Source: an optimization exercise on an open RTL-to-GDS flow (aim: small area and a short achievable clock period). Production flows keep margins and buffers that such runs may drop. The RTL was checked by simulation tests, not by an equivalence proof against the original design. Power and IR drop assume default switching activity.

## eq_streaming
module eq_streaming #(
	parameter integer C_S_AXI_DATA_WIDTH = 32
)
(
    input aclk,
    input aresetn,
    input [C_S_AXI_DATA_WIDTH-1:0] D_READY,
    input [C_S_AXI_DATA_WIDTH-1:0] FFT_PTNS,
    input [C_S_AXI_DATA_WIDTH-1:0] FFT_BKTS,
    input [C_S_AXI_DATA_WIDTH-1:0] my_reg0,
    input [C_S_AXI_DATA_WIDTH-1:0] my_reg1,
    input [C_S_AXI_DATA_WIDTH-1:0] my_reg2,
    input [C_S_AXI_DATA_WIDTH-1:0] my_reg3,
    input [C_S_AXI_DATA_WIDTH-1:0] my_reg4,
    input [C_S_AXI_DATA_WIDTH-1:0] my_reg5,
    input [C_S_AXI_DATA_WIDTH-1:0] my_reg6,
    input [C_S_AXI_DATA_WIDTH-1:0] my_reg7,
    input [C_S_AXI_DATA_WIDTH-1:0] my_reg8,
    input [C_S_AXI_DATA_WIDTH-1:0] my_reg9,
    input [C_S_AXI_DATA_WIDTH-1:0] my_reg10,
    input [C_S_AXI_DATA_WIDTH-1:0] my_reg11,
    input [C_S_AXI_DATA_WIDTH-1:0] my_reg12,
    input [C_S_AXI_DATA_WIDTH-1:0] s_axis_data,
    output reg s_axis_ready,
    input s_axis_valid,
    output reg [C_S_AXI_DATA_WIDTH-1:0] m_axis_data,
    input m_axis_ready,
    output reg m_axis_valid
);
==> flow/config.mk <==
export PLATFORM = sky130hd
export DESIGN_NAME = eq_streaming
export DESIGN_NICKNAME = eq_streaming
export VERILOG_FILES = /design/flow/design.v
export SDC_FILE = /design/flow/constraint.sdc
export NUM_CORES = 4
export LEC_CHECK = 0
export CAP_MARGIN = 20
export CORE_MARGIN = 2
export CORE_UTILIZATION = 45
export CTS_CLUSTER_DIAMETER = 60
export CTS_CLUSTER_SIZE = 16
export PLACE_DENSITY = 0.6
export SLEW_MARGIN = 20
export SYNTH_HIERARCHICAL = 1
==> flow/constraint.sdc <==
create_clock -name core_clock -period 10.0 [get_ports {aclk}]
set_input_delay 2.0000 -clock core_clock [delete_from_list [all_inputs] [get_ports {aclk}]]
set_output_delay 2.0000 -clock core_clock [all_outputs]
set_load 0.01 [all_outputs]
standard.sh (not shown) runs the stock make flow with config.mk's settings and CLKGATE_MAP_FILE= SYNTH_SCRIPT=/design/flow/synth_recipe.tcl, a recipe that flattens the netlist after the stock synthesis.
==> flow/flow/run.sh <==
#!/bin/bash
set -euo pipefail
MARGIN=$(cat flow/margin.txt)
bash standard.sh SETUP_SLACK_MARGIN=$MARGIN \
  "BUFFER_PORTS_ARGS=-buffer_cell sky130_fd_sc_hd__buf_1" finish > make_finish.log 2>&1
==> flow/flow/margin.txt <==
7
The first run went through all stages and came out clean.
Next try:
==> flow/flow/margin.txt (replaced) <==
6.97
CTS_CLUSTER_DIAMETER = 80   (was 60)
CTS_CLUSTER_SIZE = 20   (was 16)
Result: Worst hold slack is better by 0.0097 ns; first-iteration DRC count climbs by 5.6%; clock skew climbs by 0.012 ns; combinational power hardly moves; wire length decreases by 0.93%; synthesized area is unchanged.


## the baseline
eq_streaming again, from the RTL that the note above started with.
export LEC_CHECK = 0
export CAP_MARGIN = 20
export CORE_MARGIN = 2
export CORE_UTILIZATION = 45
export CTS_CLUSTER_DIAMETER = 100
export CTS_CLUSTER_SIZE = 30
export PLACE_DENSITY = 0.6
export SLEW_MARGIN = 20
export SYNTH_HIERARCHICAL = 1
create_clock -name core_clock -period 10.0 [get_ports {aclk}]
==> flow/flow/margin.txt <==
7
Scripts as last shown in full above: flow/flow/run.sh
The baseline completed end to end with timing, DRC and antenna clean.
## Diff of input files: the candidate against the baseline
Settings: swapping 100 for 80 in CTS_CLUSTER_DIAMETER; swapping 30 for 20 in CTS_CLUSTER_SIZE.
==> comparison <==
The candidate reached the end of the flow, and the finished layout is clean on the timing, design-rule and antenna checks.
Between the baseline and the candidate, the final layout net count figures differ only marginally.
[the candidate] routed wire length per instance rose 0.47% relative to the baseline
On clock network latency to the later pin of the worst-skew pair: between the candidate and the baseline, it ends up lower for the baseline.
The candidate gives more final wirelength than the baseline did.
Compared the candidate vs the baseline, and antenna cell count is up in the candidate.
The fraction of area in clock buffers and inverters number comes out lower for the baseline vs the candidate.


Starting RTL as in the previous note.
export LEC_CHECK = 0
export CAP_MARGIN = 20
export CORE_MARGIN = 2
export CORE_UTILIZATION = 45
export CTS_CLUSTER_DIAMETER = 80
export CTS_CLUSTER_SIZE = 20
export PLACE_DENSITY = 0.6
export SLEW_MARGIN = 20
export SYNTH_HIERARCHICAL = 1
create_clock -name core_clock -period 10.0 [get_ports {aclk}]
==> flow/flow/margin.txt <==
7.04
Scripts as last shown in full above: flow/flow/run.sh
The starting point completed without violations.
Next try:
==> flow/flow/margin.txt (replaced) <==
7
Settings changed: CTS_CLUSTER_DIAMETER 80 to 150, CTS_CLUSTER_SIZE 20 to 24.
- The new run ran to the end with no violations
- power falls by a few percent
- final cell count came out lower slightly
- cell area falls by a few percent
- wire length decreases slightly
- register-to-register slack loses 0.04 ns
- sequential power is about the same
- die area does not change
- flip-flop and latch count is unchanged

-- separate check: timing with driven ports --
No port has a modelled driver above. Below, the same layouts with a new extraction and two added sets of constraints. Step 1: set_driving_cell puts a clkbuf_16 on aclk and a buf_2 on each other input, an assumption about the parent block. Step 2 times the ports against the registers' clock, not the clock port: input delays grow and output delays shrink by t, the midpoint of the rising clock arrivals with the driver on. Slacks: ideal / step 1 / step 2; pairs: ideal / step 1.
run | t (ns) | setup WS [ns] | hold WS [ns] | worst setup path at the end | pins driven straight from the clock port
the first run of note 1 | 0.624 | 6.924 / 6.803 / 6.179 | 0.426 / 0.426 / 0.426 | input to register | 1
the second run of note 1 | 0.583 | 6.900 / 6.773 / 6.190 | 0.436 / 0.436 / 0.436 | input to register | 1
the baseline | 0.567 | 7.015 / 6.924 / 6.357 | 0.443 / 0.443 / 0.443 | input to register | 1
the candidate | 0.586 | 7.008 / 6.954 / 6.382 | 0.435 / 0.435 / 0.435 | input to register | 1
the first run of note 3 | 0.585 | 7.008 / 6.919 / 6.334 | 0.435 / 0.435 / 0.435 | input to register | 1
the second run of note 3 | 0.554 | 6.999 / 6.886 / 6.332 | 0.444 / 0.444 / 0.444 | input to register | 1
After both steps every run listed still meets setup and hold. The setup slack of the first run of note 1, which loses most, moves by -0.121 ns with the drivers and by -0.745 ns with both steps.
